Context: an optimization exercise on an open-source flow, tuned for small area. The choices shown serve that exercise and are no tape-out recipe. The RTL was checked by simulation tests, not by an equivalence proof against the original design. Power figures rest on the tool's default switching activity, not on a simulated workload.

==> flow/design.v <==
`timescale 1ns / 1ps
module top(
    input CLK               ,
    input RST_N             ,
    input  SCL              ,
    input  SDA              ,
    output SDA_OUT          ,
    output OUT_EN           ,
    input [7:0] RO_ONE      ,
    input [7:0] RO_TWO      ,
    output [31:0] EFUSE_OUT ,
    output [7:0] CTRL_ONE       ,
    output [7:0] CTRL_TWO       ,
    output [7:0] CTRL_THREE     ,
    output VDD5V                ,
    input  Q                    ,
    output PGENB                ,
    output STROBE               ,
    output NR                   ,
    output [31:0] WE
    );
    assign VDD5V = 1'b1;
    wire efuse_bypass     ;
    wire efuse_write      ;
    wire efuse_multiple_en ;
    wire [31:0] efuse_in  ;
    wire write              ;
    wire read               ;
    wire wr_done            ;
    wire rd_done            ;
    wire dshift             ;
    wire [31:0] data_in     ;
    wire rst_n_s            ;
    wire clk_div_r          ;
    clk_div u_clk_div(
        .clk        (CLK        ),
        .rst_n      (rst_n_s    ),
        .clk_div_r  (clk_div_r  )
        );
    sync_async_reset u_sync_async_reset(
        .clk    (CLK    ),
        .rst_n  (RST_N  ),
        .rst_n_s(rst_n_s)
   );
    main_state_machine u_main_state_machine(
        .clk            (CLK        )  ,
        .rst_n          (rst_n_s    )  ,
        .efuse_write    (efuse_write)  ,
        .efuse_in       (efuse_in   )  ,
        .efuse_out      (EFUSE_OUT  )  ,
        .efuse_bypass   (efuse_bypass) ,
        .efuse_multiple_en (efuse_multiple_en),
        .write          (write      )  ,
        .read           (read       )  ,
        .data_write     (data_in    )  ,
        .dshift         (dshift     )  ,
        .q              (Q          )  ,
        .wr_done        (wr_done    )  ,
        .rd_done        (rd_done    )
    );
    efuse_controller u_efuse_controller(
        .clk        (CLK        ),
        .ce         (~clk_div_r ),
        .rst_n      (rst_n_s    ),
        .wr         (write      ),
        .rd         (read       ),
        .data_in    (data_in    ),
        .dshift     (dshift     ),
        .wr_done    (wr_done    ),
        .rd_done    (rd_done    ),
        .pgenb      (PGENB      ),
        .strobe     (STROBE     ),
        .nr         (NR         ),
        .we         (WE         )
    );
    i2c u_i2c(
        .clk           (CLK                 ),
        .reset_n       (rst_n_s             ),
        .efuse_write    (efuse_write        ),
        .efuse_bypass   (efuse_bypass       ),
        .efuse_multiple_en (efuse_multiple_en) ,
        .efuse_out      (EFUSE_OUT          ),
        .efuse_in       (efuse_in           ),
        .RO_ONE         (RO_ONE             ),
        .RO_TWO         (RO_TWO             ),
        .CTRL_ONE      (CTRL_ONE             ),
        .CTRL_TWO      (CTRL_TWO             ),
        .CTRL_THREE    (CTRL_THREE           ),
        .scl            (SCL                ),
        .sda            (SDA                ),
        .sda_out        (SDA_OUT            ),
        .sda_out_en     (OUT_EN             )
    );
endmodule
`timescale 1ns / 1ps
module clk_div (
    input clk           ,
    input rst_n         ,
    output reg clk_div_r
    );
    always @(posedge clk or negedge rst_n) begin
        if(!rst_n)
            clk_div_r <= 1'b1;
        else
            clk_div_r <= ~clk_div_r;
    end
endmodule
`timescale 1ns / 1ps
module sync_async_reset(
    input clk           ,
    input rst_n         ,
    output reg rst_n_s
    );
    reg mid_rst;
    always @(posedge clk or negedge rst_n) begin
        if(!rst_n) begin
            rst_n_s <= 1'b0     ;
            mid_rst <= 1'b0     ;
        end
        else begin
            mid_rst <= 1'b1     ;
            rst_n_s <= mid_rst  ;
        end
    end
endmodule
`timescale 1ns / 1ps
module main_state_machine(
    input clk           ,
    input rst_n         ,
    input efuse_bypass        ,
    output reg [31:0] efuse_out,
    input efuse_write       ,
    input efuse_multiple_en ,
    input [31:0] efuse_in   ,
    output reg [31:0] data_write,
    output write                ,
    output read                 ,
    input  dshift               ,
    input  q                    ,
    input wr_done               ,
    input rd_done
    );
    localparam READ = 2'b00;
    localparam WAIT = 2'b01;
    localparam PGM  = 2'b10;
    reg [1:0] state_c;
    reg [1:0] state_n;
    reg efuse_write_d0;
    wire efuse_write_up = efuse_write & ~efuse_write_d0;
    always @(posedge clk or negedge rst_n) begin
        if(!rst_n)
            state_c <= READ;
        else
            state_c <= state_n;
    end
    always @(*) begin
        case(state_c)
            READ:   state_n = rd_done ? WAIT : READ;
            WAIT:   state_n = (efuse_write_up && ((efuse_out==32'd0) || efuse_multiple_en)) ? PGM : WAIT;
            PGM:    state_n = wr_done ? READ : PGM;
            default:state_n = READ;
        endcase
    end
    always @(posedge clk or negedge rst_n) begin
        if(!rst_n)
            efuse_write_d0 <= 1'b0;
        else
            efuse_write_d0 <= efuse_write;
    end
    assign write = (state_c == PGM);
    assign read  = (state_c == READ) && !wr_done;
    always @(posedge clk or negedge rst_n) begin
        if(!rst_n)
            efuse_out <= 32'd0;
        else if (efuse_bypass)
            efuse_out <= efuse_in;
        else if(rd_done)
            efuse_out <= data_write;
    end
    always @(posedge clk or negedge rst_n) begin
        if(!rst_n)
            data_write <= 32'd0;
        else if(dshift)
            data_write <= {q, data_write[31:1]};
        else if(efuse_write && state_c != READ)
            data_write <= efuse_in & ~efuse_out;
    end
endmodule
`timescale 1ns / 1ps
module efuse_controller (
    input rst_n ,
    input clk   ,
    input ce    ,
    input wr    ,
    input rd    ,
    input [31:0] data_in,
    output dshift,           
    output reg pgenb,
    output reg nr,
    output reg strobe,
    output [31:0] we,
    output reg rd_done,
    output reg wr_done
    );
    localparam WAIT = 2'b00 ;
    localparam READ = 2'b01 ;
    localparam PGM  = 2'b10 ;
    localparam [4:0] T0  = 5'b00000, T1 = 5'b00001, T2 = 5'b00011,
                     T3  = 5'b00111, T4 = 5'b01110, T19 = 5'b11101;
    localparam [159:0] DB = {5'd16, 5'd24, 5'd12, 5'd6, 5'd19, 5'd9, 5'd20, 5'd26,
                             5'd13, 5'd22, 5'd27, 5'd29, 5'd30, 5'd31, 5'd15, 5'd23,
                             5'd11, 5'd21, 5'd10, 5'd5, 5'd2, 5'd17, 5'd8, 5'd4,
                             5'd18, 5'd25, 5'd28, 5'd14, 5'd7, 5'd3, 5'd1, 5'd0};
    localparam [4:0] B31 = 5'd16;
    localparam [5:0] ZERO = 6'b100000;
    function [4:0] t_next(input [4:0] c);
        t_next = {c[3:0], ~(c[4] ^ c[2])};
    endfunction
    function [4:0] b_next(input [4:0] c);
        b_next = {c[3:0], ~(c[4] ^ c[2]) ^ (c[3:0] == 4'b1111)};
    endfunction
    reg [1:0] state_c   ;
    reg [1:0] state_n   ;
    reg [5:0] temp      ;
    reg [5:0] we_i      ;
    reg we_nz_d0        ;
    reg strobe_d0       ;
    reg [4:0] cnt_t_pgm ;
    reg [4:0] cnt_bit   ;
    wire we_nz       = ~we_i[5];
    wire we_rise     = we_nz & ~we_nz_d0;
    wire strobe_fall = ~strobe & strobe_d0;
    wire [31:0] dperm;
    wire din_p       = dperm[cnt_bit];
    wire din_t       = ~temp[5] & dperm[temp[4:0]];
    wire [5:0] temp_sh = temp[5] ? temp :
                         (temp[4:0] == B31) ? ZERO : {1'b0, b_next(temp[4:0])};
    wire st_wait = (state_c == WAIT);
    wire st_read = (state_c == READ);
    wire st_pgm  = (state_c == PGM);
    genvar k;
    generate for (k = 0; k < 32; k = k + 1) begin : g_we
        assign we[k]             = (we_i == {1'b0, DB[5*k +: 5]});
        assign dperm[DB[5*k +: 5]] = data_in[k];
    end endgenerate
    assign dshift = ce & st_read & (cnt_t_pgm == T2);
    always @(posedge clk or negedge rst_n) begin
        if(!rst_n)
            state_c <= WAIT;
        else if(ce)
            state_c <= state_n;
    end
    always @(*) begin
        case(state_c)
            WAIT:    state_n = rd ? READ : (wr ? PGM : WAIT);
            READ:    state_n = rd_done ? WAIT : READ;
            PGM:     state_n = wr_done ? WAIT : PGM;
            default: state_n = WAIT;
        endcase
    end
    always @(*) begin
        case(state_c)
            READ:    begin pgenb = 1'b1; nr = 1'b1; end
            PGM:     begin pgenb = 1'b0; nr = 1'b0; end
            default: begin pgenb = 1'b1; nr = 1'b0; end
        endcase
    end
    always @(posedge clk or negedge rst_n) begin
        if(!rst_n)
            strobe <= 1'b0;
        else if(ce) begin
            if(st_read)
                strobe <= (cnt_t_pgm == T0 && we_nz) || (cnt_t_pgm == T1);
            else if(st_pgm) begin
                if(we_rise)
                    strobe <= 1'b1;
                else if(cnt_t_pgm == T19)
                    strobe <= 1'b0;
            end
            else
                strobe <= 1'b0;
        end
    end
    always @(posedge clk or negedge rst_n) begin
        if(!rst_n) begin
            strobe_d0 <= 1'b0;
            we_nz_d0  <= 1'b0;
        end
        else if(ce) begin
            strobe_d0 <= strobe;
            we_nz_d0  <= we_nz;
        end
    end
    always @(posedge clk or negedge rst_n) begin
        if(!rst_n)
            cnt_bit <= 5'd0;
        else if(ce && st_pgm) begin
            if(cnt_bit == B31) begin
                if(strobe_fall || !din_p)
                    cnt_bit <= 5'd0;
            end
            else if(state_n == WAIT)
                cnt_bit <= 5'd0;
            else if(!din_p || strobe_fall)
                cnt_bit <= b_next(cnt_bit);
        end
        else if(ce && st_read) begin
            if((cnt_bit == B31) && strobe_fall)
                cnt_bit <= 5'd0;
            else if(cnt_t_pgm == T3)
                cnt_bit <= b_next(cnt_bit);
        end
    end
    always @(posedge clk or negedge rst_n) begin
        if(!rst_n)
            cnt_t_pgm <= 5'd0;
        else if(ce) begin
            if(st_pgm && we_nz) begin
                if(cnt_t_pgm == T19)
                    cnt_t_pgm <= T0;
                else if(strobe)
                    cnt_t_pgm <= t_next(cnt_t_pgm);
                else
                    cnt_t_pgm <= 5'd0;
            end
            else if(st_read)
                cnt_t_pgm <= (cnt_t_pgm == T4) ? T0 : t_next(cnt_t_pgm);
            else
                cnt_t_pgm <= 5'd0;
        end
    end
    always @(posedge clk or negedge rst_n) begin
        if(!rst_n) begin
            wr_done <= 1'b0;
            rd_done <= 1'b0;
        end
        else if(ce) begin
            wr_done <= st_pgm && (cnt_bit == B31) && (strobe_fall || !din_p);
            rd_done <= st_read && (cnt_bit == B31) && strobe_fall;
        end
    end
    always @(posedge clk or negedge rst_n) begin
        if(!rst_n)
            we_i <= ZERO;
        else if(ce) begin
            if(state_n == READ && !we_nz)
                we_i <= temp;
            else if(st_read) begin
                if(cnt_t_pgm == T3)
                    we_i <= ZERO;
                else if(cnt_t_pgm == T4)
                    we_i <= temp;
            end
            else if(st_pgm)
                we_i <= (strobe_fall || !din_t) ? ZERO : temp;
        end
    end
    always @(posedge clk or negedge rst_n) begin
        if(!rst_n)
            temp <= 6'd0;
        else if(ce) begin
            if(st_read && cnt_t_pgm == T3)
                temp <= temp_sh;
            else if(cnt_t_pgm == T19)
                temp <= temp_sh;
            else if(st_pgm && !din_p)
                temp <= temp_sh;
            else if(st_wait)
                temp <= 6'd0;
        end
    end
endmodule
`timescale 1ns/1ps
module i2c  (
    input clk                   ,
    input reset_n               ,
    input  [31:0] efuse_out     ,
    output [31:0] efuse_in      ,
    output efuse_bypass         ,
    output efuse_write          ,
    output efuse_multiple_en    ,
    input [7:0] RO_ONE          ,
    input [7:0] RO_TWO          ,
    output [7:0] CTRL_ONE       ,
    output [7:0] CTRL_TWO       ,
    output [7:0] CTRL_THREE     ,
    input scl                   ,
    input sda                   ,
    output reg sda_out          ,
    output reg sda_out_en
    );
    localparam I2C_IDLE = 1'b0;
    localparam I2C_WORK = 1'b1;
    reg [7:0] reg2, reg3, reg4, reg5, reg6, reg7, reg8, reg9;
    reg [7:0] addr      ;
    reg [7:0] tj        ;
    reg [4:0] i         ;
    reg [4:0] i_n       ;
    reg state           ;
    reg n_state         ;
    reg amatch          ;
    reg arw             ;
    reg rbit            ;
    reg scl_in, sda_in  ;
    reg scl_old, sda_old;
    wire i2c_start = scl_old & scl_in & sda_old & ~sda_in;
    wire i2c_stop  = scl_old & scl_in & ~sda_old & sda_in;
    wire scl_rise  = ~scl_old & scl_in;
    wire scl_fall  = scl_old & ~scl_in;
    wire work      = (state == I2C_WORK);
    wire i2c_get   = amatch & arw;
    wire i2c_set   = amatch & ~arw;
    wire time_out  = (tj == 8'd216);
    wire tj_fb     = ~(tj[7] ^ tj[5] ^ tj[4] ^ tj[3]);
    wire i_rd      = (i >= 5'd9) && (i <= 5'd16);
    assign efuse_in          = {reg5, reg4, reg3, reg2};
    assign efuse_write       = reg6[0];
    assign efuse_bypass      = reg6[1];
    assign efuse_multiple_en = reg6[2];
    assign CTRL_ONE          = reg7;
    assign CTRL_TWO          = reg8;
    assign CTRL_THREE        = reg9;
    reg [7:0] rsrc;
    always @(*) begin
        case(addr)
            8'd0:  rsrc = RO_ONE;
            8'd1:  rsrc = RO_TWO;
            8'd2:  rsrc = reg2;
            8'd3:  rsrc = reg3;
            8'd4:  rsrc = reg4;
            8'd5:  rsrc = reg5;
            8'd6:  rsrc = reg6;
            8'd7:  rsrc = reg7;
            8'd8:  rsrc = reg8;
            8'd9:  rsrc = reg9;
            8'd10: rsrc = efuse_out[7:0];
            8'd11: rsrc = efuse_out[15:8];
            8'd12: rsrc = efuse_out[23:16];
            8'd13: rsrc = efuse_out[31:24];
            default: rsrc = 8'd0;
        endcase
    end
    always @(posedge clk or negedge reset_n) begin
        if(!reset_n)
            rbit <= 1'b0;
        else
            rbit <= rsrc[3'd0 - i_n[2:0]];
    end
    always @(*) begin
        n_state = state;
        if(!work) begin
            if(i2c_start) n_state = I2C_WORK;
        end
        else if(i2c_stop)
            n_state = I2C_IDLE;
        else if(scl_fall && i == 5'd17 && i2c_get)
            n_state = I2C_IDLE;
    end
    always @(*) begin
        i_n = i;
        if(!work)
            i_n = 5'd0;
        else if(i2c_stop || i2c_start)
            i_n = 5'd0;
        else if(scl_rise) begin
            if(i < 5'd30) i_n = i + 5'd1;
        end
        else if(scl_fall && i == 5'd17 && i2c_get)
            i_n = 5'd0;
    end
    always @(posedge clk or negedge reset_n) begin
        if(!reset_n) begin
            state <= I2C_IDLE;
            i     <= 5'd0;
        end else begin
            state <= n_state;
            i     <= i_n;
        end
    end
    always @(posedge clk or negedge reset_n) begin
        if (!reset_n) begin
            reg2 <= 8'd0;
            reg3 <= 8'd0;
            reg4 <= 8'd0;
            reg5 <= 8'd0;
            reg6 <= 8'd0;
            reg7 <= 8'd0;
            reg8 <= 8'd0;
            reg9 <= 8'hff;
        end
        else if(work && scl_fall && (i == 5'd26) && i2c_set) begin
            case(addr)
                8'd2 :  reg2 <= tj;
                8'd3 :  reg3 <= tj;
                8'd4 :  reg4 <= tj;
                8'd5 :  reg5 <= tj;
                8'd6 :  reg6 <= tj;
                8'd7 :  reg7 <= tj;
                8'd8 :  reg8 <= tj;
                8'd9 :  reg9 <= tj;
                default: ;
            endcase
        end
    end
    always @(posedge clk or negedge reset_n)begin
        if (reset_n == 1'b0) begin
            scl_in  <= 1'b0;
            sda_in  <= 1'b0;
            scl_old <= 1'b0;
            sda_old <= 1'b0;
        end
        else begin
            scl_in  <= scl;
            sda_in  <= sda;
            scl_old <= scl_in;
            sda_old <= sda_in;
        end
    end
    wire en_set = (i == 5'd8 && amatch) ||
                  ((i == 5'd17 || i == 5'd26) && i2c_set) ||
                  (i_rd && i2c_get);
    always @(posedge clk or negedge reset_n)begin
        if(!reset_n)
            tj <= 8'd0;
        else if(work && scl_fall) begin
            if(en_set)
                tj <= 8'd0;
        end
        else if(sda_out_en)
            tj <= {tj[6:0], tj_fb};
        else if(work && scl_rise && (i > 5'd17) && (i < 5'd26) && !i2c_get)
            tj <= {tj[6:0], sda_in};
    end
    always @(posedge clk or negedge reset_n) begin
        if(!reset_n)begin
            sda_out <= 1'b0;
        end
        else if(!work || i2c_stop || i2c_start)
            sda_out <= 1'b1;
        else if(scl_fall) begin
            if (i == 5'd8 && amatch)
                sda_out <= 1'b0;
            else if ((i == 5'd17 || i == 5'd26) && i2c_set)
                sda_out <= 1'b0;
            else if (i_rd && i2c_get)
                sda_out <= rbit;
            else if (i == 5'd17 && i2c_get)
                sda_out <= 1'b1;
            else if (i == 5'd27 && i2c_set)
                sda_out <= 1'b1;
        end
    end
    always @(posedge clk or negedge reset_n) begin
        if(!reset_n)
            addr <= 8'd0;
        else if(work && scl_rise && i_rd && !i2c_get)
            addr <= {addr[6:0], sda_in};
    end
    always @(posedge clk or negedge reset_n) begin
        if(!reset_n) begin
            amatch <= 1'b1;
            arw    <= 1'b0;
        end
        else if (!work || i2c_stop || i2c_start)
            amatch <= 1'b1;
        else if (scl_rise) begin
            if (i < 5'd7)
                amatch <= amatch & (sda_in == ~i[0]);
            else if (i == 5'd7)
                arw <= sda_in;
        end
    end
    always @(posedge clk or negedge reset_n) begin
        if(!reset_n)
            sda_out_en <= 1'b0;
        else if(work) begin
            if (i2c_stop || i2c_start)
                sda_out_en <= 1'b0;
            else if (scl_fall)
                sda_out_en <= en_set;
            else if (sda_out_en && time_out)
                sda_out_en <= 1'b0;
        end
    end
endmodule
==> flow/flow/run.sh <==
#!/bin/bash
# The standard layout (standard.sh) with three changes:
#  - synthesis maps logic with an area-oriented ABC script
#    (flow/abc_area2.script: &deepsyn AIG optimisation, then &nf mapping with
#    relaxed delay), swapped in by flow/my_synth.tcl; everything else in
#    synthesis, flip-flop mapping included, is the standard synthesis
#  - port buffers use buf_1
#  - the clock tree uses clkbuf_8 with larger sink clusters and no dummy loads
set -euo pipefail
here=$(pwd)
export MY_ABC_SCRIPT=$here/flow/abc_area2.script
export BUFFER_PORTS_ARGS="-buffer_cell sky130_fd_sc_hd__buf_1"
export CTS_ARGS="-sink_clustering_enable -repair_clock_nets -buf_list {sky130_fd_sc_hd__clkbuf_8} -sink_clustering_size 14 -sink_clustering_max_diameter 50 -dont_use_dummy_load"
sed "s|SYNTH_SCRIPT=[^ ]*|SYNTH_SCRIPT=$here/flow/my_synth.tcl|" standard.sh > my_standard.sh
grep -q "SYNTH_SCRIPT=$here/flow/my_synth.tcl" my_standard.sh
bash my_standard.sh > standard.log 2>&1
==> flow/flow/abc_area2.script <==
strash
&get -n
&deepsyn -J 10
&put
strash
&get -n
&dch
&nf -R 1000 -C 32
&put
topo
==> flow/flow/my_synth.tcl <==
proc synth {args} { yosys synth -nofsm -noshare {*}$args }
proc abc {args} {
  if {[info exists ::env(MY_ABC_SCRIPT)]} {
    set i [lsearch -exact $args -script]
    if {$i >= 0} { set args [lreplace $args $i [expr {$i+1}] -script $::env(MY_ABC_SCRIPT)] }
  }
  puts "abc args: $args"
  yosys abc {*}$args
}
source $::env(SCRIPTS_DIR)/synth.tcl
# left out here: clear keep_hierarchy, flatten, clean up, hide names made inside functions, write 1_2_yosys.v
==> flow/standard.sh <==
#!/bin/bash
# synth_recipe.tcl (not shown) runs the flow's synth.tcl, then flattens the netlist and writes it again
# the make line also repeats each setting of config.mk as NAME=value (left out here)
make -C /OpenROAD-flow-scripts/flow DESIGN_CONFIG=/design/flow/config.mk WORK_HOME=/design/flow/orfs CLKGATE_MAP_FILE= SYNTH_SCRIPT=/design/flow/synth_recipe.tcl "${@:-finish}"
==> flow/config.mk <==
export PLATFORM = sky130hd
export DESIGN_NAME = top
export DESIGN_NICKNAME = top
export VERILOG_FILES = /design/flow/design.v
export SDC_FILE = /design/flow/constraint.sdc
export NUM_CORES = 4
export LEC_CHECK = 0
export ABC_AREA = 1
export CAP_MARGIN = 20
export CORE_MARGIN = 2
export CORE_UTILIZATION = 40
export SLEW_MARGIN = 20
==> flow/constraint.sdc <==
create_clock -name core_clock -period 10.0 [get_ports {CLK}]
set_input_delay 2.0000 -clock core_clock [delete_from_list [all_inputs] [get_ports {CLK}]]
set_output_delay 2.0000 -clock core_clock [all_outputs]
set_load 0.01 [all_outputs]
==> run notes, run 1 <==
CP max FO=9; switching power=282 uW; All-Layer GR Usage=24.8%; Reg2Reg Depth=11; Post-synth ARST share=between 90% and 100%; CTS Root Cell=clkbuf_8; # IOs=approximately 120; sequential area share after synthesis=53.1%; Int Power=953 uW; worst slew pin tran=approximately 1100 ps; R2R Setup Slk=6790 ps; final instance area=10,300 um^2; Die X=155 um; count of cell types in the netlist=46; number of CTS-inserted buffers=17; largest net degree at the start of global routing=a little over 70; DPL Wire Length=21,000 um; vias in the first global route=7,712; Slew Limit Fails=0; Hold Vio Cnt, Final=0; Synth Register Bits=194; area grow syn2layout=12.2%; maximum clock rate=270 MHz; Die Y-Extent=155 um; TritonRoute pass-1 iters=5; logic gate share of total power=3.2%; CTS tree=built; Placer Congestion=0.945; Crit Path Class=flop to output pin; power per cell area=~120 nW/um^2; Max Cap Viol=0; RSZ-0062 raised after global routing=false; DRC viols=0; Crit. End Element=output pin; clock power share=32.1%; # hold bufs at CTS=0; Hold Path Class=flop to asynchronous set/reset pin; die footprint=about 24,000 um^2; ANT cells=0; Max Root-Sink Buffers=2; # Post-CTS Setup Buffers=0; core box area=22,600 um^2; worst flop-to-flop path endpoint=u_efuse_controller.temp[0]; PostCTS Resize Cnt=0; Worst Skew=just over 50 ps; clk sink count=194; Antenna Violating Nets Remaining=0; status=complete, no violations; Synth Flop Type=dfrtp_1; number of synthesized flops with an enable pin=0; grt total ovfl=0; most frequent cells in the layout=dfrtp_1 (182), nor2_1 (115), buf_1 (113); DR vias/cell=6.27; Yosys warning count=5; Worst-path clk slew=110 ps; worst r2r src=u_efuse_controller.cnt_bit[1]; Final period util=~37%; post-synthesis cell count=888; VDD IR max=between 70 and 80 uV; WP data required=roughly 8000 ps; most common cell after layout, fill and taps aside=dfrtp_1; placed cell area=10,000 um^2; biggest regs=u_main_state_machine.data_write x32, u_main_state_machine.efuse_out x32; syn avg cell area=10.3 um^2; CP startpoint kind=flop; routed len/inst=22.3 um; DR iter-0 viols=910; P_leak=4.41 nW; initial antenna violation count=0; Flop pwr share=between 60 and 70%; via count=8,242; layout cell share with drive strength beyond 1=4.17%; DRT Wirelength=29,300 um; Worst EP arrival=1700 ps; Setup TNS Final=0 ps; Slew HR=around 25%; Sw Ratio=22.9%; crit path time final=3700 ps; fin nets=~1,100; Final setup viols=0; initial cell density of the core=between 40% and 50%; Site Rows=between 50 and 60; H-tree depth=4; Clock Latency Late Sink=480 ps; I/O Buffers=113; cell area after synthesis=between 9000 and 10,000 um^2; first-pass GRT wire length=45,700 um
[cell families after synthesis]
family          after synthesis  share of synthesized area [%]
other cells                   1                         0.0409
simple gates                298                           15.5
xor+xnor                     10                          0.956
flops                       194                           53.1
mux                          44                           5.41
fa+ha+maj                     4                          0.546
buf+inv                      46                           1.93
compound gates              291                           22.5
[power by group through the flow]
stage	logic (mW)	clock network [mW]	registers, mW
6_report	0.0395	0.397	0.799
5_1_grt	0.0449	0.443	0.800
4_1_cts	0.0402	0.408	0.799
2_1_floorplan	0.0186	0	0.819
3_3_place_gp	0.0399	0	0.814
3_5_place_dp	0.0401	0	0.814
[critical path, stage by stage, from the launching register on]
cell and delay [ps]:
dfrtp_1 470, or3_1 460, nor2_1 140, buf_1 160
[layer usage]
| metal | global-route usage [%] | up-vias | wire length (um) | part of all wire, % |
|---|---|---|---|---|
| met2 | 37.8 | 438 | 13000 | 44 |
| met1 | 35.4 | 4032 | 13000 | 44 |
| li1 | - | 3718 | - | - |
| met5 | 0 | - | 0 | 0 |
| met4 | 7.78 | 0 | 723 | 2.5 |
| met3 | 5.38 | 54 | 2660 | 9.1 |
[worst max-delay path by stage]
| stage | from | end | slack, ps |
|---|---|---|---|
| after detailed placement | u_efuse_controller.we_i[5] | WE[18] | 6790 |
| after global routing | u_efuse_controller.we_i[5] | WE[16] | 6190 |
| after CTS | u_efuse_controller.we_i[0] | WE[8] | 6290 |
| after global placement | u_efuse_controller.we_i[5] | WE[18] | 6820 |
| final | u_efuse_controller.we_i[0] | WE[8] | 6300 |
| after floorplan | u_sync_async_reset.rst_n_s | u_efuse_controller.cnt_bit[0] | 4210 |
[area by class of cell]
class / count / area [um^2]
Sequential cell: 194 / 4870
Inverter: 45 / 169
Multi-Input combinational cell: 649 / 4140
Timing Repair Buffer: 125 / 512
Clock buffer: 17 / 234
Tap cell: 285 / 357
Fill cell: 2206 / 12300
[stage by stage]
step | std cells | hold WS, ps | worst slack, ps | power [mW] | util [%]
6_report | 1315 | 291 | 6300 | 1.24 | 45.6
5_1_grt | 1315 | 334 | 6190 | 1.29 | 45.6
4_1_cts | 1315 | 312 | 6290 | 1.25 | 45.6
3_5_place_dp | 1298 | 299 | 6790 | 0.854 | 44.5
3_3_place_gp | 1297 | 302 | 6820 | 0.854 | 44.5
2_1_floorplan | 889 | 331 | 4210 | 0.838 | -
[synth_stat cells (all sizes together) (11+ instances only)]
library cell | n | area (um^2)
nand3 | 12 | 60.1
a221o | 32 | 320
dfstp | 11 | 289
a22oi | 12 | 90.1
a22o | 35 | 307
a21oi | 74 | 370
clkinv | 45 | 169
mux2 | 44 | 495
o21ai | 31 | 155
nor3 | 47 | 235
nor2 | 115 | 432
nand2b | 14 | 87.6
nand2 | 46 | 173
dfrtp | 183 | 4580
o22ai | 53 | 332
nor4 | 19 | 119
a222oi | 20 | 200
==> run 2: changes to the inputs <==
--- a/flow/design.v
+++ b/flow/design.v
@@ -390,13 +390,9 @@
     output reg sda_out_en
     );
-    localparam I2C_IDLE = 1'b0;
-    localparam I2C_WORK = 1'b1;
     reg [7:0] reg2, reg3, reg4, reg5, reg6, reg7, reg8, reg9;
     reg [7:0] addr      ;
     reg [7:0] tj        ;
-    reg [4:0] i         ;
-    reg [4:0] i_n       ;
-    reg state           ;
-    reg n_state         ;
+    reg [4:0] ic        ;
+    reg [4:0] ic_n      ;
     reg amatch          ;
     reg arw             ;
@@ -408,10 +404,10 @@
     wire scl_rise  = ~scl_old & scl_in;
     wire scl_fall  = scl_old & ~scl_in;
-    wire work      = (state == I2C_WORK);
+    wire work      = (ic != 5'd0);
     wire i2c_get   = amatch & arw;
     wire i2c_set   = amatch & ~arw;
     wire time_out  = (tj == 8'd216);
     wire tj_fb     = ~(tj[7] ^ tj[5] ^ tj[4] ^ tj[3]);
-    wire i_rd      = (i >= 5'd9) && (i <= 5'd16);
+    wire i_rd      = (ic >= 5'd10) && (ic <= 5'd17);
     assign efuse_in          = {reg5, reg4, reg3, reg2};
     assign efuse_write       = reg6[0];
@@ -445,36 +441,25 @@
             rbit <= 1'b0;
         else
-            rbit <= rsrc[3'd0 - i_n[2:0]];
+            rbit <= rsrc[3'd1 - ic_n[2:0]];
     end
     always @(*) begin
-        n_state = state;
-        if(!work) begin
-            if(i2c_start) n_state = I2C_WORK;
-        end
+        ic_n = ic;
+        if(i2c_start)
+            ic_n = 5'd1;
+        else if(!work)
+            ic_n = 5'd0;
         else if(i2c_stop)
-            n_state = I2C_IDLE;
-        else if(scl_fall && i == 5'd17 && i2c_get)
-            n_state = I2C_IDLE;
-    end
-    always @(*) begin
-        i_n = i;
-        if(!work)
-            i_n = 5'd0;
-        else if(i2c_stop || i2c_start)
-            i_n = 5'd0;
+            ic_n = 5'd0;
         else if(scl_rise) begin
-            if(i < 5'd30) i_n = i + 5'd1;
+            if(ic != 5'd31) ic_n = ic + 5'd1;
         end
-        else if(scl_fall && i == 5'd17 && i2c_get)
-            i_n = 5'd0;
+        else if(scl_fall && ic == 5'd18 && i2c_get)
+            ic_n = 5'd0;
     end
     always @(posedge clk or negedge reset_n) begin
-        if(!reset_n) begin
-            state <= I2C_IDLE;
-            i     <= 5'd0;
-        end else begin
-            state <= n_state;
-            i     <= i_n;
-        end
+        if(!reset_n)
+            ic <= 5'd0;
+        else
+            ic <= ic_n;
     end
     always @(posedge clk or negedge reset_n) begin
@@ -489,5 +474,5 @@
             reg9 <= 8'hff;
         end
-        else if(work && scl_fall && (i == 5'd26) && i2c_set) begin
+        else if(work && scl_fall && (ic == 5'd27) && i2c_set) begin
             case(addr)
                 8'd2 :  reg2 <= tj;
@@ -517,6 +502,6 @@
         end
     end
-    wire en_set = (i == 5'd8 && amatch) ||
-                  ((i == 5'd17 || i == 5'd26) && i2c_set) ||
+    wire en_set = (ic == 5'd9 && amatch) ||
+                  ((ic == 5'd18 || ic == 5'd27) && i2c_set) ||
                   (i_rd && i2c_get);
     always @(posedge clk or negedge reset_n)begin
@@ -529,5 +514,5 @@
         else if(sda_out_en)
             tj <= {tj[6:0], tj_fb};
-        else if(work && scl_rise && (i > 5'd17) && (i < 5'd26) && !i2c_get)
+        else if(work && scl_rise && (ic > 5'd18) && (ic < 5'd27) && !i2c_get)
             tj <= {tj[6:0], sda_in};
     end
@@ -539,13 +524,13 @@
             sda_out <= 1'b1;
         else if(scl_fall) begin
-            if (i == 5'd8 && amatch)
+            if (ic == 5'd9 && amatch)
                 sda_out <= 1'b0;
-            else if ((i == 5'd17 || i == 5'd26) && i2c_set)
+            else if ((ic == 5'd18 || ic == 5'd27) && i2c_set)
                 sda_out <= 1'b0;
             else if (i_rd && i2c_get)
                 sda_out <= rbit;
-            else if (i == 5'd17 && i2c_get)
+            else if (ic == 5'd18 && i2c_get)
                 sda_out <= 1'b1;
-            else if (i == 5'd27 && i2c_set)
+            else if (ic == 5'd28 && i2c_set)
                 sda_out <= 1'b1;
         end
@@ -565,7 +550,7 @@
             amatch <= 1'b1;
         else if (scl_rise) begin
-            if (i < 5'd7)
-                amatch <= amatch & (sda_in == ~i[0]);
-            else if (i == 5'd7)
+            if (ic < 5'd8)
+                amatch <= amatch & (sda_in == ic[0]);
+            else if (ic == 5'd8)
                 arw <= sda_in;
         end
--- a/flow/config.mk
+++ b/flow/config.mk
@@ -7,6 +7,6 @@
 export LEC_CHECK = 0
 export ABC_AREA = 1
-export CAP_MARGIN = 20
+export CAP_MARGIN = 0
 export CORE_MARGIN = 2
 export CORE_UTILIZATION = 40
-export SLEW_MARGIN = 20
+export SLEW_MARGIN = 0
==> run 2 against run 1 <==
Still clean on timing, DRC and antenna; routed wire length increased by 3.5%; die area decreased by 0.37%; combinational power decreased by 27%; global-route usage increased by 0.74 points; sequential power decreased by 1%; first-iteration DRC count decreased by 1.5%; critical path type unchanged; critical endpoint is now WE[24]; highest routed layer unchanged.
==> run notes, run 2 <==
status=complete, no violations; biggest regs=u_main_state_machine.data_write x32, u_main_state_machine.efuse_out x32; simple-gate share of the synthesized area=15.9% (+0.44 points); CP startpoint kind=flop; switching power=278 uW (-1.5%); Hold Vio Cnt, Final=0 (unchanged); most common cell after layout, fill and taps aside=dfrtp_1; Die X=155 um (-0.19%); VDD IR max=81.8 uV (+7.9%); cell area after synthesis=9130 um^2 (-0.38%); CTS tree=built; Slew Limit Fails=0 (unchanged); power per cell area=119 nW/um^2 (-0.60%); DR vias/cell=6.45 (+2.9%); Final period util=37.4% (+0.37 points); Sw Ratio=22.8% (-0.080 points); commonest cells in the netlist=dfrtp_1 (182), nor2_1 (94), a21oi_1 (62); Setup TNS Final=0 ps (unchanged); most frequent cells in the layout=dfrtp_1 (181), buf_1 (113), nor2_1 (93); Yosys warning count=5 (unchanged); H-tree depth=4 (unchanged); DRC viols=0 (unchanged); Synth Flop Type=dfrtp_1; fin nets=1,044 (-1.2%); TritonRoute pass-1 iters=8 (+3); Final setup viols=0 (unchanged); All-Layer GR Usage=25.5% (+0.74 points); routed metal-1 wire length=13,300 um (+2.5%); Slew HR=12.3% (-13 points); RSZ-0062 raised after global routing=false; Worst Hold Slack=312 ps (+20.9 ps); number of CTS-inserted buffers=17 (unchanged); Reg2Reg Depth=10 (-1); crit path time final=3740 ps (+37.0 ps); DR iter-0 viols=896 (-1.5%); Crit Path Class=flop to output pin; Antenna Violating Nets Remaining=0 (unchanged); Worst-path clk slew=110 ps (about the same); CP max FO=8 (-1); mux cell area share after synthesis=5.18% (-0.23 points); count of cell types in the netlist=50 (+8.7%); largest net degree at the start of global routing=74 (+4.2%); Synth Area in XOR/XNOR=0.864% (-0.092 points); Max Root-Sink Buffers=2 (unchanged); maximum clock rate=267 MHz (-0.99%); Post-synth ARST share=100% (unchanged); logic gate share of total power=2.3% (-0.9 points); WP data required=8000 ps (about the same); initial antenna violation count=0 (unchanged); ANT cells=0 (unchanged); sequential area share after synthesis=53.1% (-0.070 points); I/O Buffers=113 (unchanged); # IOs=115 (unchanged); routed len/inst=23.3 um (+4.6%); CTS Root Cell=clkbuf_8; share of the synthesized area in the top cell type=49.9% (-0.082 points); DP Worst Slack=6680 ps (-111 ps); Hold Path Class=flop to asynchronous set/reset pin; worst slew pin tran=1310 ps (+202 ps); vias in the first global route=7,637 (-0.97%); initial cell density of the core=40.6% (about the same); Synth area leaders=dfrtp_1 (50%), mux2_1 (5.2%), nor2_1 (3.9%); post-synthesis cell count=876 (-1.4%); Max Cap Viol=0 (unchanged); # Post-CTS Setup Buffers=0 (unchanged); syn avg cell area=10.4 um^2 (+0.98%); clock power share=32.8% (+0.7 points); first-pass GRT wire length=46,700 um (+2.0%); most common cell in the synthesized netlist=dfrtp_1; grt total ovfl=0 (unchanged); PostCTS Resize Cnt=0 (unchanged); layout cell share with drive strength beyond 1=3.94% (-0.24 points); die footprint=24,000 um^2 (-0.37%); Crit. End Element=output pin; clk sink count=193 (-0.52%); # hold bufs at CTS=0 (unchanged); DRT Wirelength=30,400 um (+3.5%); via count=8,388 (+1.8%); Die Y-Extent=155 um (-0.19%); leading area contributor after synthesis=dfrtp_1; Pwr Total=1.22 mW (-1.2%); DPL Wire Length=21,400 um (+1.6%); Site Rows=55 (unchanged); Compound-Gate Fraction of Synth Area=22.5% (-0.037 points); adder-cell area share of the yosys netlist=0.685% (+0.14 points); final setup margin=6260 ps (-37.0 ps); Clock Latency Late Sink=490 ps (about the same); Placer Congestion=0.951 (+0.57%); Synth Register Bits=193 (-0.52%); top sig layer=met4; met3 WL=2660 um (-0.30%); Int Power=942 uW (-1.1%); P_leak=4.31 nW (-2.3%); Flop pwr share=64.8% (about the same); core box area=22,500 um^2 (-0.30%); met2 routed WL=13,700 um (+5.5%); number of synthesized flops with an enable pin=0 (unchanged); Worst Skew=38.1 ps (-12.6 ps); area grow syn2layout=12.0%; Worst EP arrival=1740 ps (+40 ps); main combinational cell family by area after synthesis=compound AO/OA/AOI/OAI gates
-- run 2: changes by cell type after synthesis, moves of 5 or more --
cell and change:
a222oi_1 +6, nor3_1 +12, nor2_1 -21, and2_0 +6, a21oi_1 -12, o21ai_0 +6, a22oi_1 -5
-- run 2: cell families (layout without fill, tap and decap cells) --
kind of cell | Yosys count | count (layout)
and+or+nand+nor | 298 | 298
AOI/OAI and AO/OA | 286 | 286
DFF | 193 | 193
muxes | 42 | 42
buffers and inverters | 42 | 181
xor gates and xnor gates | 9 | 9
adders and majority gates | 5 | 5
other | 1 | 2
-- run 2: final timing paths --
check	start	to	slack, ps
setup reg to reg	u_i2c.addr[5]	u_i2c.rbit	6680
hold reg to reg	u_sync_async_reset.rst_n_s	u_efuse_controller.state_c[1]	310
min in group core_clock	u_sync_async_reset.mid_rst	u_sync_async_reset.rst_n_s	360
setup / recovery	u_efuse_controller.we_i[5]	WE[24]	6260
max in group asynchronous	u_sync_async_reset.rst_n_s	u_i2c.reg3[5]	7420
hold / removal	u_sync_async_reset.rst_n_s	u_efuse_controller.state_c[1]	310
-- run 2: metrics by stage --
stage | instance area, um^2 | cells | utilization, %
floorplan | 9130 | 877 | -
global placement | 9990 | 1284 | 44.4
detailed placement | 9990 | 1284 | 44.4
CTS | 10200 | 1301 | 45.4
global route | 10200 | 1301 | 45.4
finish | 10200 | 1301 | 45.4
-- run 2: final cells by class --
class / count / area, um^2
fill: 2163 / 12300
sequential: 193 / 4850
multi-input combinational: 642 / 4130
timing repair buffer: 123 / 499
tap: 285 / 357
clock buffer: 17 / 234
inverter: 41 / 154
-- run 2: critical path, cell delays in order (launching register included) --
cell and delay [ps]:
dfstp_2 610, clkinv_1 150, nand3_1 270, nor2_1 90
buf_1 130
-- run 2: metal layers --
metal	vias up	track usage, %
met2	472	39.3
met5	-	0
met1	4163	36.5
met4	0	7.36
met3	56	5.32
li1	3697	-
-- run 2: power groups by stage --
stage	clock [mW]	combinational (mW)	sequential (mW)
final	0.400	0.0287	0.791
after global routing	0.442	0.0326	0.793
after CTS	0.409	0.0294	0.791
after detailed placement	0	0.0293	0.806
after global placement	0	0.0293	0.807
after floorplan	0	0.0107	0.812
==> run 3: changes to the inputs <==
--- a/flow/config.mk
+++ b/flow/config.mk
@@ -7,6 +7,7 @@
 export LEC_CHECK = 0
 export ABC_AREA = 1
-export CAP_MARGIN = 0
+export CAP_MARGIN = 20
 export CORE_MARGIN = 2
 export CORE_UTILIZATION = 40
-export SLEW_MARGIN = 0
+export PLACE_DENSITY = 0.9
+export SLEW_MARGIN = 20
==> run 3 against run 2 <==
Setup slack worse by 32 ps; first-iteration DRC count increased by 89%; largest power group unchanged; routed wire length fell by 2.9%; critical path depth unchanged; power is 0.49% lower; highest routed layer unchanged; combinational power grew 8.7%; count of clock-buffer cells in the layout unchanged; largest cell class unchanged; critical path type unchanged; still clean on timing, DRC and antenna; non-clock buffer count is 4 lower; clock power down 2%.
==> run notes, run 3 <==
status=complete, no violations; Die Y-Extent=155 um (unchanged); syn avg cell area=10.4 um^2 (unchanged); layout cell share with drive strength beyond 1=4.05% (+0.11 points); ordered list of cells on the worst path=clkinv_1 > or3_1 > nor2_1 > buf_1; Max Root-Sink Buffers=2 (unchanged); slowest stage delay, CP=460 ps (-150 ps); clk sink count=193 (unchanged); Synth Flop Type=dfrtp_1; P_leak=4.31 nW (about the same); Hold Path Class=flop to asynchronous set/reset pin; most frequent cells in the layout=dfrtp_1 (181), buf_1 (113), nor2_1 (93); crit path time final=3770 ps (+32.2 ps); area grow syn2layout=12.1%; DR vias/cell=6.62 (+2.6%); Die X=155 um (unchanged); Final setup viols=0 (unchanged); Slew Limit Fails=0 (unchanged); cell area after synthesis=9130 um^2 (unchanged); Final period util=37.7% (+0.32 points); Worst Hold Slack=235 ps (-76.8 ps); DPL Wire Length=21,000 um (-1.6%); CP top delay family=simple AND/OR/NAND/NOR gates; initial antenna violation count=0 (unchanged); ANT cells=0 (unchanged); # IOs=115 (unchanged); worst slew pin tran=1200 ps (-117 ps); CTS Root Cell=clkbuf_8; DRC viols=0 (unchanged); # hold bufs at CTS=0 (unchanged); Slowest-stage cell, CP=or3_1; initial cell density of the core=40.6% (unchanged); worst r2r src=u_i2c.ic[0]; routed len/inst=22.7 um (-2.6%); Clock Latency Late Sink=490 ps (about the same); grt total ovfl=0 (unchanged); Worst-path clk slew=100 ps (about the same); Worst Skew=40.4 ps (+2.37 ps); fin nets=1,040 (-0.38%); Crit. End Element=output pin; most common cell in the synthesized netlist=dfrtp_1; vias in the first global route=8,017 (+5.0%); RSZ-0062 raised after global routing=false; PostCTS Resize Cnt=0 (unchanged); Util after Layout=45.5% (+0.067 points); post-synthesis cell count=876 (unchanged); number of synthesized flops with an enable pin=0 (unchanged); WP buf/inv=2 (unchanged); I/O Buffers=113 (unchanged); final std cells w/o fill=1,297 (-0.31%); Fillers=2,049 (-5.3%); core box area=22,500 um^2 (unchanged); sequential area share after synthesis=53.1% (unchanged); DR iter-0 viols=1,689 (+89%); via count=8,580 (+2.3%); Crit Path Class=flop to output pin; Max Cap Viol=0 (unchanged); Antenna Violating Nets Remaining=0 (unchanged); R2R Setup Slk=6760 ps (+80 ps); Synth area leaders=dfrtp_1 (50%), mux2_1 (5.2%), nor2_1 (3.9%); commonest cells in the netlist=dfrtp_1 (182), nor2_1 (94), a21oi_1 (62); first-pass GRT wire length=45,900 um (-1.7%); CP max FO=8 (unchanged); maximum clock rate=265 MHz (-0.85%); power per cell area=119 nW/um^2 (-0.63%); most common cell after layout, fill and taps aside=dfrtp_1; number of CTS-inserted buffers=17 (unchanged); leading area contributor after synthesis=dfrtp_1; WP data required=8000 ps (about the same); Reg2Reg Depth=11 (+1); DRT Wirelength=29,500 um (-2.9%); H-tree depth=4 (unchanged); Hold Vio Cnt, Final=0 (unchanged); Worst EP arrival=1770 ps (+30 ps); Yosys warning count=5 (unchanged); biggest regs=u_main_state_machine.data_write x32, u_main_state_machine.efuse_out x32; TritonRoute pass-1 iters=8 (unchanged); VDD IR max=85.4 uV (+4.3%); Placer Congestion=0.957 (+0.66%); Slew HR=19.5% (+7.2 points); Pwr Total=1.21 mW (-0.49%); share of the synthesized area in the top cell type=49.9% (unchanged); dpl cells=1,279 (-0.39%); Post-synth ARST share=100% (unchanged); # Post-CTS Setup Buffers=0 (unchanged); count of cell types in the netlist=50 (unchanged); All-Layer GR Usage=24.5% (-1.0 points); Setup TNS Final=0 ps (unchanged); CP startpoint kind=flop; worst flop-to-flop path endpoint=u_i2c.rbit; Synth Register Bits=193 (unchanged); Site Rows=55 (unchanged); CTS tree=built; die footprint=24,000 um^2 (unchanged); largest net degree at the start of global routing=88 (+19%)
-- run 3: cell counts after synthesis --
Identical to the previous run, type by type.
-- run 3: logic make-up (layout without fill, tap and decap cells) --
kind of cell	count (synthesis)	in the layout	share of synthesized area (%)
other	1	2	0.0411
XOR/XNOR	9	9	0.864
buffers and inverters	42	177	1.77
multiplexers	42	42	5.18
flip-flops	193	193	53.1
AND/OR/NAND/NOR	298	298	15.9
adder cells (fa/ha/maj)	5	5	0.685
AO/OA/AOI/OAI	286	286	22.5
-- run 3: report_power, final --
| part | switching [mW] | total (mW) | internal [mW] |
|---|---|---|---|
| logic | 0.0219 | 0.0312 | 0.00933 |
| registers | 0.00661 | 0.790 | 0.783 |
| clock network | 0.243 | 0.393 | 0.151 |
| total | 0.271 | 1.21 | 0.943 |
-- run 3: stage by stage --
| stage | cell area, um^2 | worst slack [ps] |
|---|---|---|
| after CTS | 10200 | 6250 |
| after detailed placement | 9960 | 6640 |
| after floorplan | 9130 | 4240 |
| after global placement | 9950 | 6650 |
| after global routing | 10200 | 6120 |
| final | 10200 | 6230 |
-- run 3: per-layer routing --
metal | wire length [um] | vias to the layer above | GRT usage, % | part of all wire (%)
li1 | - | 3687 | - | -
met1 | 11600 | 4093 | 33.5 | 39
met2 | 13100 | 684 | 37.7 | 44
met3 | 3440 | 116 | 5.63 | 12
met4 | 1320 | 0 | 10.4 | 4.5
met5 | 0 | - | 0 | 0
-- run 3: worst max path at each step --
stage	end	slack, ps	depth (start not counted)	startpoint
finish	WE[20]	6230	4	u_efuse_controller.we_i[0]
global route	WE[6]	6120	4	u_efuse_controller.we_i[0]
CTS	WE[4]	6250	4	u_efuse_controller.we_i[5]
detailed placement	u_i2c.rbit	6640	7	RO_ONE[3]
global placement	u_i2c.rbit	6650	7	RO_ONE[3]
floorplan	u_efuse_controller.cnt_bit[0]	4240	0	u_sync_async_reset.rst_n_s
-- run 3: final cells by class --
type / instances / area [um^2] / area share (%)
multi-input combinational: 642 / 4150 / 40.6
timing repair buffer: 119 / 489 / 4.78
sequential: 193 / 4850 / 47.4
clock buffer: 17 / 234 / 2.29
inverter: 41 / 154 / 1.50
tap: 285 / 357 / 3.48
==> run 4: changes to the inputs <==
--- a/flow/config.mk
+++ b/flow/config.mk
@@ -10,4 +10,3 @@
 export CORE_MARGIN = 2
 export CORE_UTILIZATION = 40
-export PLACE_DENSITY = 0.9
 export SLEW_MARGIN = 20
==> run 4 against run 3 <==
Clock power rose by 2%; setup slack better by 32 ps; combinational power decreased by 8.3%; non-clock buffer count is 4 higher; fmax grew 0.85%.
==> run notes, run 4 <==
status=complete, no violations; Synth Flop Type=dfrtp_1; post-synthesis cell count=876 (unchanged); Reg2Reg Depth=6 (-5); Crit Path Class=flop to output pin; CTS Root Cell=clkbuf_8; Die X=155 um (unchanged); Max Root-Sink Buffers=2 (unchanged); count of cell types in the netlist=50 (unchanged); FF+latch area=4850 um^2 (unchanged); Hold Path Class=flop to asynchronous set/reset pin; syn avg cell area=10.4 um^2 (unchanged); GR Layer Usage met2=39.3% (+1.7 points); CP max FO=8 (unchanged); Worst Skew=39.2 ps (-1.27 ps); largest net degree at the start of global routing=74 (-16%); worst r2r src=u_i2c.addr[5]; CTS tree=built; WP buf/inv=2 (unchanged); clock power share=32.8% (+0.4 points); Placer Congestion=0.951 (-0.66%); final instance area=10,200 um^2 (about the same); # IOs=115 (unchanged); CP startpoint kind=flop; P_leak=4.31 nW (+0.13%); layout cell share with drive strength beyond 1=4.13% (+0.082 points); maximum clock rate=267 MHz (+0.85%); slowest stage delay, CP=610 ps (+150 ps); gr busiest metal=met2; fin nets=1,044 (+0.38%); number of CTS-inserted buffers=17 (unchanged); DPL Wire Length=21,400 um (+1.6%); Post-synth ARST share=100% (unchanged); biggest regs=u_main_state_machine.data_write x32, u_main_state_machine.efuse_out x32; number of synthesized flops with an enable pin=0 (unchanged); die footprint=24,000 um^2 (unchanged); share of the synthesized area in the top cell type=49.9% (unchanged); vias in the first global route=7,637 (-4.7%); placed cell area=9990 um^2 (+0.28%); first-pass GRT wire length=46,700 um (+1.7%); ANT cells=0 (unchanged); All-Layer GR Usage=25.5% (+1.0 points); worst flop-to-flop path endpoint=u_i2c.reg8[4]; grt total ovfl=0 (unchanged); RSZ-0062 raised after global routing=false; H-tree depth=4 (unchanged); most common cell after layout, fill and taps aside=dfrtp_1; Worst EP arrival=1740 ps (-30 ps); Worst-path clk slew=110 ps (about the same); Final period util=37.4% (-0.32 points); Sw Ratio=22.7% (+0.41 points); via count=8,362 (-2.5%); Setup TNS Final=0 ps (unchanged); DR iter-0 viols=902 (-47%); logic gate share of total power=2.3% (-0.3 points); Slew Limit Fails=0 (unchanged); power per cell area=119 nW/um^2 (+0.52%); PostCTS Resize Cnt=0 (unchanged); commonest cells in the netlist=dfrtp_1 (182), nor2_1 (94), a21oi_1 (62); area grow syn2layout=12.0% (about the same); Site Rows=55 (unchanged); switching power=277 uW (+2.3%); TritonRoute pass-1 iters=7 (-1); ordered list of cells on the worst path=clkinv_1 > nand3_1 > nor2_1 > buf_1; DRC viols=0 (unchanged); DR vias/cell=6.43 (-2.8%); multi-input logic area=4130 um^2 (-0.48%); WP data required=8000 ps (about the same); Fillers=2,162 (+5.5%); clk sink count=193 (unchanged); leading area contributor after synthesis=dfrtp_1; # Post-CTS Setup Buffers=0 (unchanged); global routing usage on met3=5.32% (-0.31 points); most common cell in the synthesized netlist=dfrtp_1; Slew HR=26.4% (+6.8 points); Antenna Violating Nets Remaining=0 (unchanged); core box area=22,500 um^2 (unchanged); I/O Buffers=113 (unchanged); Crit. End Element=output pin; most frequent cells in the layout=dfrtp_1 (181), buf_1 (113), nor2_1 (93); worst slew pin tran=1100 ps (-102 ps); Final setup viols=0 (unchanged); Hold Vio Cnt, Final=0 (unchanged); initial cell density of the core=40.6% (unchanged); Flop pwr share=64.9% (about the same); Synth area leaders=dfrtp_1 (50%), mux2_1 (5.2%), nor2_1 (3.9%); R2R Setup Slk=6720 ps (-40 ps); crit path time final=3740 ps (-31.9 ps); # hold bufs at CTS=0 (unchanged); Yosys warning count=5 (unchanged); Die Y-Extent=155 um (unchanged); grt met1 use=36.5% (+3.0 points); routed len/inst=23.4 um (+2.9%); DRT Wirelength=30,400 um (+3.2%); cell area after synthesis=9130 um^2 (unchanged); Int Power=942 uW (-0.10%); Synth Register Bits=193 (unchanged); Slowest-stage cell, CP=dfstp_2; CP top delay family=flip-flops; VDD IR max=81.8 uV (-4.2%); initial antenna violation count=0 (unchanged); Clock Latency Late Sink=490 ps (about the same); Max Cap Viol=0 (unchanged); sequential area share after synthesis=53.1% (unchanged)
## run 4: changes by cell type in the layout (fill, tap and decap cells not counted)
| cell | previous run | this run |
|---|---|---|
| nand2b_2 | 2 | 0 |
| nor2_4 | 1 | 0 |
| buf_4 | 5 | 10 |
| buf_16 | 1 | 0 |
| nor2_2 | 0 | 1 |
| nor3_2 | 3 | 1 |
| or2_2 | 0 | 1 |
| or2_0 | 4 | 3 |
| nor3_1 | 56 | 58 |
| nand2b_1 | 12 | 14 |
## run 4: how the worst max path moves through the flow
stage	depth (start not counted)	end	from	slack, ps
after global placement	7	u_i2c.rbit	RO_ONE[6]	6700
after detailed placement	7	u_i2c.rbit	RO_ONE[6]	6680
after floorplan	0	u_efuse_controller.cnt_bit[0]	u_sync_async_reset.rst_n_s	4240
after CTS	4	WE[24]	u_efuse_controller.we_i[5]	6240
after global routing	3	PGENB	u_efuse_controller.state_c[1]	6130
final	4	WE[24]	u_efuse_controller.we_i[5]	6260
## run 4: cell families after synthesis
kind of cell,share of synthesized area (%)
adder cells (fa/ha/maj),0.685
other,0.0411
AO/OA/AOI/OAI,22.5
AND/OR/NAND/NOR,15.9
buffers and inverters,1.77
flip-flops,53.1
multiplexers,5.18
XOR/XNOR,0.864
## run 4: layout make-up
type / count / share of cell area [%]
clock buffer: 17 / 2.29
inverter: 41 / 1.51
multi-input combinational: 642 / 40.4
sequential: 193 / 47.4
tap: 285 / 3.49
timing repair buffer: 123 / 4.88
## run 4: power groups by stage
stage               sequential [mW]  clock, mW  combinational [mW]
floorplan                     0.812          0              0.0107
global placement              0.807          0              0.0293
detailed placement            0.806          0              0.0293
CTS                           0.791      0.409              0.0294
global route                  0.793      0.442              0.0326
finish                        0.791      0.400              0.0286
## run 4: per-layer routing
layer | share of wire (%) | up-vias
met5 | 0 | -
met4 | 2.4 | 0
met3 | 8.3 | 56
met2 | 45 | 448
met1 | 44 | 4154
li1 | - | 3704
## run 4: stage by stage
stage               hold slack (ps)  worst slack [ps]  util [%]  cells  total power [mW]
finish                          312              6260      45.4   1301              1.22
global route                    360              6130      45.4   1301              1.27
CTS                             352              6240      45.4   1301              1.23
detailed placement              344              6680      44.4   1284             0.836
global placement                336              6700      44.4   1284             0.836
floorplan                       331              4240         -    877             0.822
==> run 5: changes to the inputs <==
--- a/flow/config.mk
+++ b/flow/config.mk
@@ -9,4 +9,5 @@
 export CAP_MARGIN = 20
 export CORE_MARGIN = 2
-export CORE_UTILIZATION = 40
+export CORE_UTILIZATION = 65
+export PLACE_DENSITY = 0.85
 export SLEW_MARGIN = 20
==> run 5 against run 4 <==
Power is 0.46% lower; setup slack worse by 23 ps; combinational power is 1% higher; count of clock-buffer cells in the layout stayed put; core utilization is 28 points higher; fmax is 0.61% lower; sequential share of layout area is 0.68 points higher; routed wire length is 6.4% lower; first-iteration DRC count is 70% higher; synthesized area stayed put; largest power group unchanged.
==> run notes, run 5 <==
status=complete, no violations; Worst EP arrival=1760 ps (+20 ps); VDD IR max=115 uV (+41%); number of CTS-inserted buffers=17 (unchanged); DRT Wirelength=28,500 um (-6.4%); Reg2Reg Depth=12 (+6); Max Cap Viol=0 (unchanged); crit path from=u_efuse_controller.we_i[0]; crit path time final=3760 ps (+23.1 ps); worst r2r src=u_i2c.ic[0]; Synth Flop Type=dfrtp_1; most frequent cells in the layout=dfrtp_1 (181), buf_1 (113), nor2_1 (93); layout cell share with drive strength beyond 1=3.94% (-0.19 points); fin nets=1,042 (-0.19%); PostCTS Resize Cnt=0 (unchanged); most common cell in the synthesized netlist=dfrtp_1; post-synthesis cell count=876 (unchanged); sequential area share after synthesis=53.1% (unchanged); count of cell types in the netlist=50 (unchanged); Crit Path Class=flop to output pin; # hold bufs at CTS=0 (unchanged); Placer Congestion=0.990 (+4.1%); Die Y-Extent=123 um (-21%); TritonRoute pass-1 iters=6 (-1); CP max FO=8 (unchanged); Synth area leaders=dfrtp_1 (50%), mux2_1 (5.2%), nor2_1 (3.9%); P_leak=4.30 nW (-0.23%); placed cell area=9840 um^2 (-1.4%); first-pass GRT wire length=44,100 um (-5.5%); core box area=13,800 um^2 (-39%); syn avg cell area=10.4 um^2 (unchanged); grt total ovfl=0 (unchanged); final instance area=10,100 um^2 (-1.4%); Post-synth ARST share=100% (unchanged); DR iter-0 viols=1,533 (+70%); I/O Buffers=113 (unchanged); top sig layer=met4; Antenna Violating Nets Remaining=0 (unchanged); power per cell area=120 nW/um^2 (+0.97%); ANT cells=0 (unchanged); Worst Skew=30.8 ps (-8.32 ps); worst slew pin tran=1080 ps (-15.8 ps); Hold Vio Cnt, Final=0 (unchanged); Fillers=1,072 (-50%); Synth Register Bits=193 (unchanged); # IOs=115 (unchanged); Max Root-Sink Buffers=2 (unchanged); met2 routed WL=12,700 um (-8.1%); Die X=123 um (-21%); number of synthesized flops with an enable pin=0 (unchanged); # Post-CTS Setup Buffers=0 (unchanged); R2R Setup Slk=6570 ps (-150 ps); DP Worst Slack=6610 ps (-70.2 ps); Clock Latency Late Sink=480 ps (about the same); vias in the first global route=7,932 (+3.9%); WP data required=8000 ps (about the same); cell area after synthesis=9130 um^2 (unchanged); CTS Root Cell=clkbuf_8; Yosys warning count=5 (unchanged); maximum clock rate=266 MHz (-0.61%); DRC viols=0 (unchanged); Final period util=37.6% (+0.23 points); Worst Hold Slack=321 ps (+8.63 ps); met3 WL=3140 um (+24%); CP startpoint kind=flop; Slew HR=27.4% (+1.1 points); Slew Limit Fails=0 (unchanged); most common cell after layout, fill and taps aside=dfrtp_1; Crit. End Element=output pin; RSZ-0062 raised after global routing=false; H-tree depth=4 (unchanged); die footprint=15,000 um^2 (-38%); Site Rows=43 (-22%); biggest regs=u_main_state_machine.data_write x32, u_main_state_machine.efuse_out x32; Setup TNS Final=0 ps (unchanged); initial antenna violation count=0 (unchanged); All-Layer GR Usage=39.2% (+14 points); Pwr Total=1.21 mW (-0.46%); clk sink count=193 (unchanged); commonest cells in the netlist=dfrtp_1 (182), nor2_1 (94), a21oi_1 (62); routed metal-1 wire length=11,100 um (-17%); worst flop-to-flop path endpoint=u_i2c.rbit; Worst-path clk slew=100 ps (about the same); share of the synthesized area in the top cell type=49.9% (unchanged); DPL Wire Length=20,200 um (-5.5%); final setup margin=6240 ps (-23.1 ps); routed len/inst=23.9 um (+2.0%); via count=8,660 (+3.6%); leading area contributor after synthesis=dfrtp_1; CTS tree=built; Hold Path Class=flop to asynchronous set/reset pin; DR vias/cell=7.25 (+13%); largest net degree at the start of global routing=79 (+6.8%); area grow syn2layout=10.4%; Final setup viols=0 (unchanged); initial cell density of the core=66.3% (+26 points)
[run 5: cell counts after synthesis]
Identical to the previous run, type by type.
[run 5: area by class of cell]
| class | instances | area (um^2) | area share, % |
|---|---|---|---|
| Tap cell | 180 | 225 | 2.23 |
| Timing Repair Buffer | 121 | 484 | 4.80 |
| Multi-Input combinational cell | 642 | 4140 | 41.0 |
| Clock buffer | 17 | 234 | 2.32 |
| Sequential cell | 193 | 4850 | 48.1 |
| Inverter | 41 | 154 | 1.53 |
[run 5: worst max path at each step]
stage / end / slack, ps / depth (start not counted)
3_3_place_gp: u_i2c.rbit / 6670 / 7
4_1_cts: WE[31] / 6250 / 3
2_1_floorplan: u_efuse_controller.cnt_bit[0] / 4240 / 0
5_1_grt: WE[0] / 6190 / 3
3_5_place_dp: u_i2c.rbit / 6610 / 7
6_report: WE[12] / 6240 / 4
[run 5: worst max-delay path, stage by stage (launching register included)]
cell	delay, ps
dfrtp_1	400
clkinv_1	90
or3_1	450
nor2_1	180
buf_1	180
[run 5: cells by family (layout without fill, tap and decap cells)]
kind of cell / Yosys count / in the layout / share of synthesized area (%)
and+or+nand+nor: 298 / 298 / 15.9
AOI/OAI and AO/OA: 286 / 286 / 22.5
DFF: 193 / 193 / 53.1
muxes: 42 / 42 / 5.18
buffers and inverters: 42 / 179 / 1.77
xor gates and xnor gates: 9 / 9 / 0.864
adders and majority gates: 5 / 5 / 0.685
other: 1 / 2 / 0.0411
[run 5: where the power goes]
| group | leakage [nW] | switching, mW | total, mW | internal (mW) |
|---|---|---|---|---|
| clock network | 0.122 | 0.244 | 0.394 | 0.151 |
| registers | 2.38 | 0.00759 | 0.791 | 0.783 |
| logic | 1.79 | 0.0207 | 0.0290 | 0.00826 |
[run 5: metal layers]
metal	global-route usage, %	up-vias
met5	0	-
met2	57.6	652
met3	7.95	125
li1	-	3676
met1	55.9	4207
met4	19.8	0
[run 5: metrics by stage]
step	cells	util (%)
5_1_grt	1194	73.2
6_report	1194	73.2
3_3_place_gp	1177	71.4
4_1_cts	1194	73.2
2_1_floorplan	877	-
3_5_place_dp	1177	71.5

-- separate check: timing with driven ports --
The results above use ideal ports. As a check the final layouts listed here were re-extracted and re-timed, cells and wires unchanged. Step 1 assumes that a clkbuf_16 drives the clock port and a buf_2 every other input. Step 2 adds t to the input delays and takes it off the output delays; t is the mean of the earliest and latest rising clock arrival at the registers after step 1. Input paths then give back, and output paths get back, about the clock's delay inside the block. a / b / c = no drivers / after step 1 / after step 2; a / b = the first two.
run | t (ns) | setup slack, ns | worst hold slack (ns) | worst setup path at the end | slew at the worst register clock pin (ns)
run 1 | 0.503 | 6.298 / 6.253 / 6.756 | 0.291 / 0.291 / 0.291 | register to output | 0.12 / 0.12
run 2 | 0.512 | 6.261 / 6.216 / 6.611 | 0.312 / 0.312 / 0.312 | input to register | 0.11 / 0.11
run 3 | 0.514 | 6.228 / 6.186 / 6.563 | 0.235 / 0.235 / 0.235 | input to register | 0.11 / 0.11
run 4 | 0.514 | 6.260 / 6.215 / 6.607 | 0.312 / 0.312 / 0.312 | input to register | 0.11 / 0.11
run 5 | 0.506 | 6.237 / 6.200 / 6.543 | 0.321 / 0.321 / 0.321 | input to register | 0.10 / 0.10
After both steps every run listed still meets setup and hold.
